Source: an optimization exercise on an open RTL-to-GDS flow (aim: small area). Production flows keep margins and buffers that such runs may drop. Function was checked by simulation only, so behaviour that the tests miss may differ from the original. No activity file was given, so power comes from the tool's default toggle rates.

==> flow/design.v (excerpt) <==
module mc6809i
#(
    parameter ILLEGAL_INSTRUCTIONS="GHOST"
) 
(
    input   clk,
    input   [7:0]  D,
    output  [7:0]  DOut,
    output  [15:0] ADDR,
    output  RnW,
    output  BS,
    output  BA,
    input   nIRQ,
    input   nFIRQ,
    input   nNMI,
    output  AVMA,
    output  BUSY,
    output  LIC,
    input   nHALT,
    input   nRESET,
    input   nDMABREQ
);
==> flow/config.mk <==
export PLATFORM = sky130hd
export DESIGN_NAME = mc6809i
export DESIGN_NICKNAME = mc6809i
export VERILOG_FILES = /design/flow/design.v
export SDC_FILE = /design/flow/constraint.sdc
export NUM_CORES = 4
export LEC_CHECK = 0
export CAP_MARGIN = 20
export CORE_MARGIN = 2
export CORE_UTILIZATION = 40
export GPL_TIMING_DRIVEN = 0
export PLACE_DENSITY = 0.7
export SLEW_MARGIN = 20
==> flow/constraint.sdc <==
create_clock -name core_clock -period 15.0 [get_ports {clk}]
set_input_delay 3.0000 -clock core_clock [delete_from_list [all_inputs] [get_ports {clk}]]
set_output_delay 3.0000 -clock core_clock [all_outputs]
set_load 0.01 [all_outputs]
standard.sh (not shown) runs the stock make flow with config.mk's settings and CLKGATE_MAP_FILE= SYNTH_SCRIPT=/design/flow/synth_recipe.tcl, a recipe that flattens the netlist after the stock synthesis.
==> flow/flow/run.sh <==
#!/bin/bash
# Own flow: the standard layout (standard.sh) with two changes.
#  - Synthesis (synth_area.tcl): the standard synthesis script, except that adders are
#    not pre-mapped to full/half-adder cells and ABC maps with an area-oriented script
#    (area.abc) instead of ORFS's abc_*.script. Only the combinational mapping changes;
#    the registers (names, count, cell types) are the standard synthesis's.
#  - The port buffers that placement inserts on every input and output are buf_1.
# Each step's full tool output is in orfs/logs/; make's output in synth.log and layout.log.
set -euo pipefail
W=$(pwd)
export AREA_ABC_SCRIPT=$W/flow/area.abc
export BUFFER_PORTS_ARGS="-buffer_cell sky130_fd_sc_hd__buf_1"
sed "s#SYNTH_SCRIPT=[^ ]*#SYNTH_SCRIPT=$W/flow/synth_area.tcl #" standard.sh > area_standard.sh
grep -q "synth_area.tcl" area_standard.sh
bash area_standard.sh synth > synth.log 2>&1
bash standard.sh > layout.log 2>&1
test -f out/final.def
==> flow/flow/area.abc <==
strash
ifraig
scorr
dc2
dretime
strash
ifraig
dc2
strash
&get -n
&dch -f
&nf -R 1000 -E 100 -p -F 8 -C 32
&put
strash
ifraig
dc2
strash
&get -n
&dch -f
&nf -R 1000 -E 100 -p -F 8 -C 32
&put
strash
ifraig
dc2
strash
&get -n
&dch -f
&nf -R 1000 -E 100 -p -F 8 -C 32
&put
strash
ifraig
dc2
strash
&get -n
&dch -f
&nf -R 1000 -E 100 -p -F 8 -C 32
&put
strash
ifraig
dc2
strash
&get -n
&dch -f
&nf -R 1000 -E 100 -p -F 8 -C 32
&put
strash
ifraig
dc2
strash
&get -n
&dch -f
&nf -R 1000 -E 100 -p -F 8 -C 32
&put
strash
ifraig
dc2
strash
&get -n
&dch -f
&nf -R 1000 -E 100 -p -F 8 -C 32
&put
strash
ifraig
dc2
strash
&get -n
&dch -f
&nf -R 1000 -E 100 -p -F 8 -C 32
&put
strash
ifraig
dc2
strash
&get -n
&dch -f
&nf -R 1000 -E 100 -p -F 8 -C 32
&put
strash
ifraig
dc2
strash
&get -n
&dch -f
&nf -R 1000 -E 100 -p -F 8 -C 32
&put
strash
ifraig
dc2
strash
&get -n
&dch -f
&nf -R 1000 -E 100 -p -F 8 -C 32
&put
strash
ifraig
dc2
strash
&get -n
&dch -f
&nf -R 1000 -E 100 -p -F 8 -C 32
&put
Other scripts of this flow, unchanged in this note and not shown: flow/flow/synth_area.tcl
The starting point completed without violations.
Change:
==> flow/flow/area.abc (replaced) <==
strash
ifraig
scorr
dc2
dretime
strash
ifraig
dc2
strash
&get -n
&dch -f
&nf -R 1000
&put
strash
ifraig
dc2
strash
&get -n
&dch -f
&nf -R 1000
&put
strash
ifraig
dc2
strash
&get -n
&dch -f
&nf -R 1000
&put
strash
ifraig
dc2
strash
&get -n
&dch -f
&nf -R 1000
&put
strash
ifraig
dc2
strash
&get -n
&dch -f
&nf -R 1000
&put
strash
ifraig
dc2
strash
&get -n
&dch -f
&nf -R 1000
&put
strash
ifraig
dc2
strash
&get -n
&dch -f
&nf -R 1000
&put
strash
ifraig
dc2
strash
&get -n
&dch -f
&nf -R 1000
&put
strash
ifraig
dc2
strash
&get -n
&dch -f
&nf -R 1000
&put
strash
ifraig
dc2
strash
&get -n
&dch -f
&nf -R 1000
&put
strash
ifraig
dc2
strash
&get -n
&dch -f
&nf -R 1000
&put
strash
ifraig
dc2
strash
&get -n
&dch -f
&nf -R 1000
&put
Settings changed: PLACE_DENSITY 0.7 to 0.55.
=> The new run completed with no timing, DRC or antenna violations. Worst setup slack gains 0.91 ns. Power rises by 4.6%. Via count rises by 2.1%. Utilization falls by 0.19 points.
Change:
==> flow/flow/area.abc (replaced) <==
strash
ifraig
scorr
dc2
dretime
strash
ifraig
dc2
strash
&get -n
&dch -f
&nf -R 1000 -E 100 -p -F 8 -C 32
&put
strash
ifraig
dc2
strash
&get -n
&dch -f
&nf -R 1000 -E 100 -p -F 8 -C 32
&put
strash
ifraig
dc2
strash
&get -n
&dch -f
&nf -R 1000 -E 100 -p -F 8 -C 32
&put
strash
ifraig
dc2
strash
&get -n
&dch -f
&nf -R 1000 -E 100 -p -F 8 -C 32
&put
strash
ifraig
dc2
strash
&get -n
&dch -f
&nf -R 1000 -E 100 -p -F 8 -C 32
&put
strash
ifraig
dc2
strash
&get -n
&dch -f
&nf -R 1000 -E 100 -p -F 8 -C 32
&put
strash
ifraig
dc2
strash
&get -n
&dch -f
&nf -R 1000 -E 100 -p -F 8 -C 32
&put
strash
ifraig
dc2
strash
&get -n
&dch -f
&nf -R 1000 -E 100 -p -F 8 -C 32
&put
strash
ifraig
dc2
strash
&get -n
&dch -f
&nf -R 1000 -E 100 -p -F 8 -C 32
&put
strash
ifraig
dc2
strash
&get -n
&dch -f
&nf -R 1000 -E 100 -p -F 8 -C 32
&put
strash
ifraig
dc2
strash
&get -n
&dch -f
&nf -R 1000 -E 100 -p -F 8 -C 32
&put
strash
ifraig
dc2
strash
&get -n
&dch -f
&nf -R 1000 -E 100 -p -F 8 -C 32
&put
Result:
- die area goes down slightly
- global-route usage drops by 0.24 points
- power drops by a few percent
- core utilization rises by 0.21 points
- design area went down slightly
- setup slack gets worse by 0.77 ns
- register-to-register slack is worse by 0.77 ns
- critical path depth came out higher by 4
- hold slack barely changes
- non-clock buffer count fell by 1
Change:
Settings changed: CTS_BUF_LIST from default to sky130_fd_sc_hd__clkbuf_8 sky130_fd_sc_hd__clkbuf_16.
Result: Cell count is unchanged. Cell area does not change. Synthesized area is unchanged. Clock power stays flat. Synthesized cell count stays the same.

separate check: timing with driven ports:
Ports are ideal in the flow. The routed layouts listed here were re-timed in OpenROAD.
Step 1 assumes that a clkbuf_16 drives the clock port and a buf_2 every other input.
Step 2 times the ports against the registers' clock, not the clock port: input delays grow and output delays shrink by t, the midpoint of the rising clock arrivals with the driver on.
a / b / c = ideal / step 1 / step 2; a / b = the first two.
run | t, ns | slack for setup (ns) | slew at the worst register clock pin (ns)
the first run | 0.566 | 0.445 / 0.445 / 0.445 | 0.09 / 0.09
the second run | 0.573 | 1.353 / 1.353 / 1.353 | 0.09 / 0.09
the third run | 0.544 | 0.582 / 0.582 / 0.582 | 0.09 / 0.09
the fourth run | 0.544 | 0.582 / 0.582 / 0.582 | 0.09 / 0.09
After both steps every run listed still meets setup and hold.
